Context: an optimization exercise on an open-source flow, tuned for small area. The choices shown serve that exercise and are no tape-out recipe. Only simulation tests tie the RTL to the original design; equivalence was not proved. Power is estimated from default activity; no workload was simulated.

oak:
// pap_predictor
module pap_predictor (
    input  wire       clk,
    input  wire       reset,
    input  wire       branch_detected,
    input  wire       branch_taken,
    input  wire [5:0] pc,
    output wire       prediction,
    output wire [5:0] bht_out,
    output wire [1:0] pht_select
);
==> flow/config.mk <==
export PLATFORM = sky130hd
export DESIGN_NAME = pap_predictor
export DESIGN_NICKNAME = pap_predictor
export VERILOG_FILES = /design/flow/design.v
export SDC_FILE = /design/flow/constraint.sdc
export NUM_CORES = 4
export LEC_CHECK = 0
export CAP_MARGIN = 0
export CORE_MARGIN = 2
export CORE_UTILIZATION = 65
export PLACE_DENSITY = 0.8
export SLEW_MARGIN = 0
export SYNTH_HIERARCHICAL = 1
==> flow/constraint.sdc <==
create_clock -name core_clock -period 12.0 [get_ports {clk}]
set_input_delay 2.4000 -clock core_clock [delete_from_list [all_inputs] [get_ports {clk}]]
set_output_delay 2.4000 -clock core_clock [all_outputs]
set_load 0.01 [all_outputs]
standard.sh (not shown) runs the stock make flow with config.mk's settings and CLKGATE_MAP_FILE= SYNTH_SCRIPT=/design/flow/synth_recipe.tcl, a recipe that flattens the netlist after the stock synthesis.
==> flow/flow/run.sh <==
#!/bin/bash
# Standard layout, with clock tree synthesis told not to add dummy loads
# and to cluster sinks under clkbuf_8 leaf buffers, and ports buffered
# with buf_1.
set -euo pipefail
export CTS_ARGS="-sink_clustering_enable -repair_clock_nets -dont_use_dummy_load -buf_list sky130_fd_sc_hd__clkbuf_8 -sink_clustering_size 18 -sink_clustering_max_diameter 45"
export BUFFER_PORTS_ARGS="-buffer_cell sky130_fd_sc_hd__buf_1"
bash standard.sh > standard_flow.log 2>&1
The following lists how pine was set up differently from oak:
# oak
export LEC_CHECK = 0
export CAP_MARGIN = 0
export CORE_MARGIN = 2
export CORE_UTILIZATION = 65
export PLACE_DENSITY = 0.8
export SLEW_MARGIN = 0
export SYNTH_HIERARCHICAL = 1
create_clock -name core_clock -period 12.0 [get_ports {clk}]
# pine
export LEC_CHECK = 0
export CAP_MARGIN = 20
export CORE_MARGIN = 2
export CORE_UTILIZATION = 65
export PLACE_DENSITY = 0.8
export SLEW_MARGIN = 20
export SYNTH_HIERARCHICAL = 1
create_clock -name core_clock -period 12.0 [get_ports {clk}]
==> flow/flow/run.sh <==
#!/bin/bash
# Standard layout, with clock tree synthesis told not to add dummy loads
# and to cluster sinks under clkbuf_8 leaf buffers.
set -euo pipefail
export CTS_ARGS="-sink_clustering_enable -repair_clock_nets -dont_use_dummy_load -buf_list sky130_fd_sc_hd__clkbuf_8 -sink_clustering_size 20 -sink_clustering_max_diameter 50"
bash standard.sh > standard_flow.log 2>&1
[summary]
In the reports for oak and pine, the smaller number of buffers other than clock buffers in the final layout belongs to oak. oak -> pine: total CTS buffers decreased by more than 10%. In the tables for oak and pine, share of power burned in the clock network reads lower with pine. For post-layout instance area, oak and pine come out practically identical. Of the two values seen for top routing layer in use, met4 was produced by oak and met5 by pine. oak consumes more power than pine. On final hold slack, oak and pine are neck and neck. pine vs. oak: detailed-route via count has remained practically unchanged, maximum operating frequency now sits at about the same level, setup slack increased 0.019 ns, wire length reported by the detailed router held.
> inputs changed (pine -> birch)
# pine
export LEC_CHECK = 0
export CAP_MARGIN = 20
export CORE_MARGIN = 2
export CORE_UTILIZATION = 65
export PLACE_DENSITY = 0.8
export SLEW_MARGIN = 20
export SYNTH_HIERARCHICAL = 1
create_clock -name core_clock -period 12.0 [get_ports {clk}]
# birch
export LEC_CHECK = 0
export CAP_MARGIN = 0
export CORE_MARGIN = 2
export CORE_UTILIZATION = 70
export PLACE_DENSITY = 0.85
export SLEW_MARGIN = 0
export SYNTH_HIERARCHICAL = 1
create_clock -name core_clock -period 12.0 [get_ports {clk}]
==> flow/flow/run.sh <==
#!/bin/bash
# Standard layout, with clock tree synthesis told not to add dummy loads
# and to cluster sinks under clkbuf_4 leaf buffers, and ports buffered
# with buf_1.
set -euo pipefail
export CTS_ARGS="-sink_clustering_enable -repair_clock_nets -dont_use_dummy_load -buf_list sky130_fd_sc_hd__clkbuf_4 -sink_clustering_size 10 -sink_clustering_max_diameter 32"
export BUFFER_PORTS_ARGS="-buffer_cell sky130_fd_sc_hd__buf_1"
bash standard.sh > standard_flow.log 2>&1
==> summary.txt <==
Taking pine over birch, the wire length ratio works out to 0.933.
A library cell contributing the largest single delay on the critical path of nand2_1 is what birch shows, while clkdlybuf4s50_1 belongs to pine.
Reported for birch and pine, max-slew violation count turned out identical to the last digit.
When the final numbers for birch and pine were put side by side, the post-route worst setup slack turned out to be smaller in pine.
On minimum period implied by the final worst setup slack, pine loses to birch.

---

Another version of the RTL of pap_predictor (not shown whole).
Size in the first run: about 900 flip-flops, ~19 I/O pins.
export LEC_CHECK = 0
export CAP_MARGIN = 20
export CORE_MARGIN = 2
export CORE_UTILIZATION = 40
export CTS_BUF_LIST = sky130_fd_sc_hd__clkbuf_8
export CTS_CLUSTER_DIAMETER = 50
export CTS_CLUSTER_SIZE = 20
export SLEW_MARGIN = 20
export SYNTH_HIERARCHICAL = 1
create_clock -name core_clock -period 12.0 [get_ports {clk}]
run.sh (not shown) runs the stock make flow with config.mk's settings and CLKGATE_MAP_FILE= SYNTH_SCRIPT=/design/flow/synth_recipe.tcl, a recipe that flattens the netlist after the stock synthesis.
Stock flow here: none of the scripts above is used.
The first run went through all stages and came out clean.
Then changed:
==> flow/flow/run.sh (new file) <==
#!/bin/bash
# Standard layout, with clock tree synthesis told not to add dummy loads
# and to cluster sinks under clkbuf_4 leaf buffers.
set -euo pipefail
export CTS_ARGS="-sink_clustering_enable -repair_clock_nets -dont_use_dummy_load -buf_list sky130_fd_sc_hd__clkbuf_4 -sink_clustering_size 11 -sink_clustering_max_diameter 35"
bash standard.sh > standard_flow.log 2>&1
==> flow/standard.sh (new file) <==
#!/bin/bash
# synth_recipe.tcl (not shown) runs the flow's synth.tcl, then flattens the netlist and writes it again
# the make line also repeats each setting of config.mk as NAME=value (left out here)
make -C /OpenROAD-flow-scripts/flow DESIGN_CONFIG=/design/flow/config.mk WORK_HOME=/design/flow/orfs CLKGATE_MAP_FILE= SYNTH_SCRIPT=/design/flow/synth_recipe.tcl "${@:-finish}"
Settings changed: CORE_UTILIZATION 40 to 80, CTS_BUF_LIST sky130_fd_sc_hd__clkbuf_8 to default, CTS_CLUSTER_DIAMETER 50 to default, CTS_CLUSTER_SIZE 20 to default, PLACE_DENSITY from default to 0.9.
removed: flow/run.sh
Effect: The changed run completed with no timing, DRC or antenna violations; setup slack is worse by 480 ps; non-clock buffer count came out lower by 24; synthesized cell count is unchanged; final area came out lower by 5.9%; global-route usage came out higher by 24 points; combinational power is about the same; synthesized area is unchanged; total power came out lower by 7.9%.

---

quartz:
Starting RTL as in the previous note.
export LEC_CHECK = 0
export CAP_MARGIN = 20
export CORE_MARGIN = 2
export CORE_UTILIZATION = 40
export SLEW_MARGIN = 20
export SYNTH_HIERARCHICAL = 1
create_clock -name core_clock -period 12.0 [get_ports {clk}]
standard.sh (not shown) runs the stock make flow with config.mk's settings and CLKGATE_MAP_FILE= SYNTH_SCRIPT=/design/flow/synth_recipe.tcl, a recipe that flattens the netlist after the stock synthesis.
==> flow/flow/run.sh <==
#!/bin/bash
# Standard layout, with clock tree synthesis told not to add dummy loads
# and to cluster sinks under clkbuf_8 leaf buffers.
set -euo pipefail
export CTS_ARGS="-sink_clustering_enable -repair_clock_nets -dont_use_dummy_load -buf_list sky130_fd_sc_hd__clkbuf_8 -sink_clustering_size 20 -sink_clustering_max_diameter 50"
bash standard.sh > standard_flow.log 2>&1
quartz closes out successfully: all stages finished, all timing, DRC and antenna checks passed.
Relative to quartz, the following input files were edited for juniper:
Settings: changing CORE_UTILIZATION from 40 to 65; setting PLACE_DENSITY to 0.8 for the first time.
Results
Reported for quartz and juniper, post-synthesis sequential area ratio turned out identical to the last digit. juniper reached the final stage; the timing, design-rule and antenna checks on its layout passed. Comparing quartz and juniper, the lower floorplan die height was measured on juniper. Summary of the comparison: cell count is lower in juniper, relative to quartz.

## what the ideal ports hide
No port has a modelled driver above. Below, the same layouts with a new extraction and two added sets of constraints. Step 1 assumes that a clkbuf_16 drives the clock port and a buf_2 every other input. Step 2, shift: input delay + t, output delay - t, t = (earliest + latest rising clock arrival at the registers) / 2. This alone moves slack from input paths to output paths. Slacks: no drivers / after step 1 / after step 2; pairs: no drivers / after step 1.
run	shift t [ns]	setup slack, ns	latest minus earliest clock arrival (ns)
oak	0.721	0.478 / 0.455 / 0.455	0.076 / 0.076
pine	0.744	0.497 / 0.469 / 0.469	0.066 / 0.067
birch	0.902	0.584 / 0.561 / 0.561	0.086 / 0.085
the first run of note 2	0.781	0.950 / 0.926 / 0.926	0.051 / 0.050
the second run of note 2	0.911	0.473 / 0.427 / 0.427	0.098 / 0.099
quartz	0.738	0.956 / 0.935 / 0.935	0.117 / 0.116
juniper	0.769	0.749 / 0.722 / 0.722	0.053 / 0.052
After both steps setup and hold are still met in every run listed. For the second run of note 2, which loses most, drivers alone change the setup slack by -0.046 ns; drivers and shift together by -0.046 ns.
